This design comes from an exercise in tuning for small area and a short achievable clock period on the open sky130 flow, not from production work.
RTL that was checked went through simulation tests only; none was proved equivalent to the original.

## P
## Microprocessor
module Microprocessor(
		input clk,
		input reset,
		input [7:0] instruction,
		output reg [7:0] pc,
		output [6:0] display_low,
		output [6:0] display_high,
		output [6:0] display_op,
		output [6:0] display_rs,
		output [6:0] display_rt,
		output [6:0] display_rd,
		output [4:0] display_pc
	);
	wire [1:0] op = instruction[7:6];
	wire [1:0] rs = instruction[5:4];
	wire [1:0] rt = instruction[3:2];
	wire [1:0] rd = instruction[1:0];
	wire [1:0] ic = instruction[1:0];
	wire [7:0] imm = {{7{instruction[1]}}, instruction[0]};
	wire is_add   = op == 2'b00;
	wire is_load  = op == 2'b01;
	wire is_store = op == 2'b10;
	wire is_jump  = op == 2'b11;
	reg [7:0] R [0:3];
	reg [7:0] M [0:31];
	reg [7:0] disp;
	wire [3:0] rs_oh, rt_oh;
	Dec2 dec_rs(.x(rs), .y(rs_oh));
	Dec2 dec_rt(.x(rt), .y(rt_oh));
	wire [7:0] a, b;
	Sel4 #(8) read_a(.sel(rs_oh), .d0(R[0]), .d1(R[1]), .d2(R[2]), .d3(R[3]), .y(a));
	Sel4 #(8) read_b(.sel(rt_oh), .d0(R[0]), .d1(R[1]), .d2(R[2]), .d3(R[3]), .y(b));
	wire [7:0] sum = a + b;
	wire [7:0] ea;
	AddImm add_imm(.a(a), .ic(ic), .y(ea));
	wire [2:0] rows [0:3][0:3];
	genvar g, h;
	generate
		for (g = 0; g < 4; g = g + 1) begin : g_rows
			BankRows bank_rows(.x(R[g][4:0]), .row0(rows[g][0]), .row1(rows[g][1]),
				.row2(rows[g][2]), .row3(rows[g][3]));
		end
	endgenerate
	wire [3:0] ic_oh;
	Dec2 dec_ic(.x(ic), .y(ic_oh));
	wire [3:0] a_oh;
	Dec2 dec_a(.x(a[1:0]), .y(a_oh));
	wire [3:0] bank;
	BankSel bank_sel(.xh(a_oh), .ich(ic_oh), .bank(bank));
	wire [31:0] we;
  ...
Size: about 1400 cells after synthesis, about 300 flip-flops, roughly 65 I/O pins, ~0.017 mm² of cells after synthesis.
Settings: LEC_CHECK=0, CAP_MARGIN=20, CORE_MARGIN=2, CORE_UTILIZATION=40, CTS_CLUSTER_DIAMETER=60, CTS_CLUSTER_SIZE=30, SETUP_SLACK_MARGIN=3.0, SLEW_MARGIN=20, SYNTH_HIERARCHICAL=1, SYNTH_MINIMUM_KEEP_SIZE=0, TNS_END_PERCENT=0; clock period 5.5 ns.
run.sh (not shown) runs the stock make flow with config.mk's settings and CLKGATE_MAP_FILE= SYNTH_SCRIPT=/design/flow/synth_recipe.tcl, a recipe that flattens the netlist after the stock synthesis.
The flow did not stop early for P: all stages ran, and the layout cleared the timing, design-rule and antenna checks.
The following lists how Q was set up differently from P:
- CTS_BUF_LIST newly set to sky130_fd_sc_hd__clkbuf_8
==> flow/flow/run.sh (new file) <==
#!/bin/bash
# Standard layout, with the port buffers made of buf_1 cells instead of the
# cell buffer_ports picks by itself.
set -euo pipefail
export BUFFER_PORTS_ARGS="-buffer_cell sky130_fd_sc_hd__buf_1"
bash standard.sh > standard_make.log 2>&1
==> flow/standard.sh (new file) <==
#!/bin/bash
# synth_recipe.tcl (not shown) runs the flow's synth.tcl, then flattens the netlist and writes it again
# the make line also repeats each setting of config.mk as NAME=value (left out here)
make -C /OpenROAD-flow-scripts/flow DESIGN_CONFIG=/design/flow/config.mk WORK_HOME=/design/flow/orfs CLKGATE_MAP_FILE= SYNTH_SCRIPT=/design/flow/synth_recipe.tcl "${@:-finish}"
removed: flow/run.sh
Compared with P, Q shows part of the cycle the worst path needs higher by 0.53 points.
Run comparison: Q worst min-delay path category input pin to async pin; P worst min-delay path category register to register
The pre-CTS worst setup slack in Q sits 0.37 ns above the value recorded for P.
Here is what was changed in the inputs of R compared with Q.
- a change of TNS_END_PERCENT from 0 to 2
- a deleted CTS_BUF_LIST that had been sky130_fd_sc_hd__clkbuf_8
==> comparison <==
- Summary of R over Q: global-route usage now sits higher, final wirelength now sits higher.
- Taking Q as the reference point, the final instance area of R rises by about 4%.
- Detailed route, R vs Q: via total higher for R
- Looking at sequential fraction of total cell area, R sits 1.6 points below Q.
- Clock-buffer cell count: Q and R compared, higher one is R
- Taking Q as the reference, in R core utilization of the finished layout +1.8 points, worst setup slack +0.058 ns.


Setup of job 5665:
Microprocessor again, from the RTL that the note above started with.
export LEC_CHECK = 0
export CAP_MARGIN = 20
export CORE_MARGIN = 2
export CORE_UTILIZATION = 40
export CTS_CLUSTER_DIAMETER = 60
export CTS_CLUSTER_SIZE = 30
export SETUP_SLACK_MARGIN = 3.0
export SLEW_MARGIN = 20
export SYNTH_HIERARCHICAL = 1
export SYNTH_MINIMUM_KEEP_SIZE = 0
export TNS_END_PERCENT = 0
create_clock -name core_clock -period 5.5 [get_ports {clk}]
standard.sh (not shown) runs the stock make flow with config.mk's settings and CLKGATE_MAP_FILE= SYNTH_SCRIPT=/design/flow/synth_recipe.tcl, a recipe that flattens the netlist after the stock synthesis.
==> flow/flow/run.sh <==
#!/bin/bash
# Standard layout, with the port buffers made of buf_1 cells instead of the
# cell buffer_ports picks by itself, and without the delay cells (they only
# help hold, which has plenty of slack here).
set -euo pipefail
export BUFFER_PORTS_ARGS="-buffer_cell sky130_fd_sc_hd__buf_1"
export DONT_USE_CELLS="sky130_fd_sc_hd__clkdlybuf4s15_1 sky130_fd_sc_hd__clkdlybuf4s15_2 sky130_fd_sc_hd__clkdlybuf4s18_1 sky130_fd_sc_hd__clkdlybuf4s18_2 sky130_fd_sc_hd__clkdlybuf4s25_1 sky130_fd_sc_hd__clkdlybuf4s25_2 sky130_fd_sc_hd__clkdlybuf4s50_1 sky130_fd_sc_hd__clkdlybuf4s50_2 sky130_fd_sc_hd__dlygate4sd1_1 sky130_fd_sc_hd__dlygate4sd2_1 sky130_fd_sc_hd__dlygate4sd3_1 sky130_fd_sc_hd__dlymetal6s2s_1 sky130_fd_sc_hd__dlymetal6s4s_1 sky130_fd_sc_hd__dlymetal6s6s_1"
bash standard.sh > standard_make.log 2>&1
Job 5665 finished all stages; the layout is clean.
The inputs of job 592 differ from those of job 5665 as listed below.
==> flow/flow/run.sh <==
#!/bin/bash
# Standard layout, with two changes:
# - the port buffers are buf_1 cells instead of the cell buffer_ports picks;
# - timing repair may resize a gate to a cell of another width
#   (MATCH_CELL_FOOTPRINT=0); the platform sets 1, which keeps each resized
#   gate to cells of its own width.
set -euo pipefail
export BUFFER_PORTS_ARGS="-buffer_cell sky130_fd_sc_hd__buf_1"
bash standard.sh MATCH_CELL_FOOTPRINT=0 finish > standard_make.log 2>&1
Job 592 vs job 5665: total area of multi-input combinational cells up. Of job 5665 and job 592, job 5665 shows the higher fraction of the cycle the final worst path needs, with job 592 below it. Wire length of the first global-routing pass deteriorates in job 592 relative to job 5665. Compared with job 5665, job 592 shows a higher met2 global-route usage.
[inputs] job 2073 vs job 592
- an added CTS_BUF_LIST of sky130_fd_sc_hd__clkbuf_8
- a change of CTS_CLUSTER_DIAMETER from 60 to 50
- a change of CTS_CLUSTER_SIZE from 30 to 25
==> flow/flow/run.sh <==
#!/bin/bash
# Standard layout, with the port buffers made of buf_1 cells instead of the
# cell buffer_ports picks by itself.
set -euo pipefail
export BUFFER_PORTS_ARGS="-buffer_cell sky130_fd_sc_hd__buf_1"
bash standard.sh > standard_make.log 2>&1
Findings:
Min layout overhead on the synthesized area across job 2073 and job 592: job 2073. Cmp job 2073 and job 592 / fraction of layout instances using a drive strength above 1 / lower: job 2073. Taking job 592 as the reference, in job 2073 final worst setup slack lower, design area now smaller, minimum clock period after layout grew by 0.022 ns.


Setup of sierra:
The RTL this note starts from:
==> flow/design.v <==
`timescale 1ns / 1ps
`timescale 1ns / 1ps
`timescale 1ns / 1ps
module OpDecoder(
		input [1:0] op,
		output reg [6:0] seg
	);
	always @(op) begin
		case (op)
			2'd0: seg <= 7'b1110111;  
			2'd1: seg <= 7'b0111000;  
			2'd2: seg <= 7'b1101101;  
			2'd3: seg <= 7'b0001110;  
		endcase
	end
endmodule
`timescale 1ns / 1ps
module HexDecoder(
		input [3:0] bcd,
		output [6:0] seg
	);
	assign seg = bcd == 4'd0 ? 7'b0111111 :
		bcd == 4'd1 ? 7'b0000110 :
		bcd == 4'd2 ? 7'b1011011 :
		bcd == 4'd3 ? 7'b1001111 :
		bcd == 4'd4 ? 7'b1100110 :
		bcd == 4'd5 ? 7'b1101101 :
		bcd == 4'd6 ? 7'b1111101 :
		bcd == 4'd7 ? 7'b0000111 :
		bcd == 4'd8 ? 7'b1111111 :
		bcd == 4'd9 ? 7'b1101111 :
		bcd == 4'd10 ? 7'b1110111 :
		bcd == 4'd11 ? 7'b1111100 :
		bcd == 4'd12 ? 7'b0111001 :
		bcd == 4'd13 ? 7'b1011110 :
		bcd == 4'd14 ? 7'b1111001 :
		7'b1110001;
endmodule
`timescale 1ns / 1ps
`timescale 1ns / 1ps
`timescale 1ns / 1ps
module Microprocessor(
		input clk,
		input reset,
		input [7:0] instruction,
		output reg [7:0] pc,
		output [6:0] display_low,
		output [6:0] display_high,
		output [6:0] display_op,
		output [6:0] display_rs,
		output [6:0] display_rt,
		output [6:0] display_rd,
		output [4:0] display_pc
	);
	wire [1:0] op = instruction[7:6];
	wire [1:0] rs = instruction[5:4];
	wire [1:0] rt = instruction[3:2];
	wire [1:0] rd = instruction[1:0];
	wire [7:0] imm = {{7{instruction[1]}}, instruction[0]};
	wire is_add   = op == 2'b00;
	wire is_load  = op == 2'b01;
	wire is_store = op == 2'b10;
	wire is_jump  = op == 2'b11;
	reg [7:0] R [0:3];
	reg [7:0] M [0:31];
	reg [7:0] disp;
	integer i;
	wire [7:0] a = R[rs];
	wire [7:0] b = R[rt];
	wire [7:0] sum = a + b;
	wire [7:0] ea = a + imm;
	wire [4:0] addr = ea[4:0];
	reg [31:0] valid;
	wire [7:0] init = addr[4] ? -{4'd0, addr[3:0]} : {4'd0, addr[3:0]};
	wire [7:0] mdata = valid[addr] ? M[addr] : init;
	wire [7:0] result = is_load ? mdata : is_store ? ea : sum;
	always @(posedge reset or posedge clk) begin
		if (reset) begin
			for (i = 0; i < 4; i = i + 1)
				R[i] <= 8'd0;
		end else if (is_add) begin
			R[rd] <= sum;
		end else if (is_load) begin
			R[rt] <= mdata;
		end
	end
	always @(posedge clk) begin
		if (is_store)
			M[addr] <= b;
	end
	always @(posedge reset or posedge clk) begin
		if (reset)
			valid <= 32'd0;
		else if (is_store)
			valid[addr] <= 1'b1;
	end
	always @(posedge reset or posedge clk) begin
		if (reset) begin
			pc <= 8'd0;
			disp <= 8'd0;
		end else begin
			pc <= pc + 8'd1 + (is_jump ? imm : 8'd0);
			disp <= result;
		end
	end
	assign display_pc = pc[4:0];
	HexDecoder d_low(.bcd(disp[3:0]), .seg(display_low));
	HexDecoder d_high(.bcd(disp[7:4]), .seg(display_high));
	HexDecoder d_rs(.bcd({2'b00, rs}), .seg(display_rs));
	HexDecoder d_rt(.bcd({2'b00, rt}), .seg(display_rt));
	HexDecoder d_rd(.bcd({2'b00, rd}), .seg(display_rd));
	OpDecoder d_op(.op(op), .seg(display_op));
endmodule
Settings: LEC_CHECK=0, CAP_MARGIN=20, CORE_MARGIN=2, CORE_UTILIZATION=40, SETUP_SLACK_MARGIN=2.0, SLEW_MARGIN=20, TNS_END_PERCENT=0; clock period 5.5 ns.
==> flow/flow/run.sh <==
#!/bin/bash
# Standard layout, with the port buffers made of buf_1 cells instead of the
# cell buffer_ports picks by itself.
set -euo pipefail
export BUFFER_PORTS_ARGS="-buffer_cell sky130_fd_sc_hd__buf_1"
bash standard.sh > standard_make.log 2>&1
sierra finished all stages; the layout is clean.
The inputs of harbor differ from those of sierra as listed below.
Settings: changing TNS_END_PERCENT from 0 to 10.
==> flow/run.sh (new file) <==
#!/bin/bash
# synth_recipe.tcl (not shown) runs the flow's synth.tcl, then flattens the netlist and writes it again
# the make line also repeats each setting of config.mk as NAME=value (left out here)
make -C /OpenROAD-flow-scripts/flow DESIGN_CONFIG=/design/flow/config.mk WORK_HOME=/design/flow/orfs CLKGATE_MAP_FILE= SYNTH_SCRIPT=/design/flow/synth_recipe.tcl finish
removed: flow/flow/run.sh
removed: flow/standard.sh
[summary]
- Going from sierra to harbor, post-detailed-routing wire length dropped about 1.1%, area added between synthesis and finish climbed 4.9 points.
- met5 as the highest metal layer with signal wires was reported by sierra, and met4 by harbor.
- Worst setup slack down 73 ps in harbor wrt sierra
- Comparing sierra against harbor, there is no change at all in area of the core.
- Against sierra, harbor reports a hold slack that is lower.
Relative to harbor, the following input files were edited for indigo:
Settings: removing SETUP_SLACK_MARGIN (formerly 2.0); removing TNS_END_PERCENT (formerly 10).
==> notes.md <==
Between indigo and harbor, the difference in maximum number of buffers from clock root to sink is negligible. indigo ends up with lower transition time of the tightest slew-check pin than harbor does. On register-to-register slack, the higher figure sits with harbor, not indigo. Comparing first-pass detailed-route iteration total for indigo and harbor, the bigger number came from harbor. The final wirelength of indigo falls short of that of harbor by about 5%. Per the comparison of indigo with harbor, number of clock buffers in the layout lower, count of buffers added by post-CTS timing repair for setup lower. Sequential share of layout area, indigo and harbor, higher one = indigo. Compared with harbor, indigo shows a lower total global routing track utilization. Timing, DRC, antenna: 0 failures across indigo and harbor. In the metrics for indigo and harbor, the one carrying the lower maximum clock rate is indigo.
For amber, these inputs were changed with respect to indigo:
Settings: an added TNS_END_PERCENT of 0; an added SETUP_SLACK_MARGIN of 1.5.
==> comparison <==
amber reached the end of the flow, and the finished layout is clean on the timing, design-rule and antenna checks. Diff amber..indigo | number of maximum-capacitance constraint violations | unchanged. The met3 capacity usage during global routing number comes out lower for amber vs indigo. Comparing post-CTS setup-driven buffer insertion count for indigo and amber, the bigger number came from amber. [compare] base=indigo new=amber: count of clock tree sinks has remained practically unchanged, sequential share of layout area has decreased, cell area has increased. amber does better than indigo on worst slack at placement.
Function was not checked in any run of this note: the RTL went through the layout flow alone.

==> what the ideal ports hide <==
The flow's constraints put no driver on any port. The routed layouts listed below were extracted and timed again, unchanged, in two steps.
Step 1, drivers: a clkbuf_16 drives clk and a buf_2 each remaining input, both assumed.
Step 2 adds t to the input delays and takes it off the output delays; t is the mean of the earliest and latest rising clock arrival at the registers after step 1. Input paths then give back, and output paths get back, about the clock's delay inside the block.
Three values: ideal ports, drivers, drivers and shift; two values: the first two.
run | t (ns) | setup WS [ns] | worst register clock-pin slew, ns | worst data-port slew with drivers (ns)
P | 0.625 | 2.462 / 2.462 / 1.878 | 0.08 / 0.08 | 0.06
Q | 0.657 | 2.433 / 2.439 / 1.803 | 0.12 / 0.12 | 0.04
R | 0.614 | 2.490 / 2.501 / 1.892 | 0.09 / 0.09 | 0.05
job 5665 | 0.615 | 2.465 / 2.488 / 1.876 | 0.08 / 0.08 | 0.05
job 592 | 0.613 | 2.481 / 2.481 / 1.919 | 0.09 / 0.09 | 0.06
job 2073 | 0.617 | 2.458 / 2.458 / 1.872 | 0.11 / 0.11 | 0.04
sierra | 0.602 | 1.576 / 1.565 / 0.963 | 0.06 / 0.06 | 0.06
harbor | 0.575 | 1.503 / 1.503 / 0.928 | 0.06 / 0.06 | 0.05
indigo | 0.570 | 0.645 / 0.675 / 0.105 | 0.06 / 0.06 | 0.04
amber | 0.571 | 1.517 / 1.515 / 0.945 | 0.06 / 0.06 | 0.05
After both steps every run listed still meets setup and hold. For Q, which loses most, drivers alone change the setup slack by +0.006 ns; drivers and shift together by -0.630 ns.
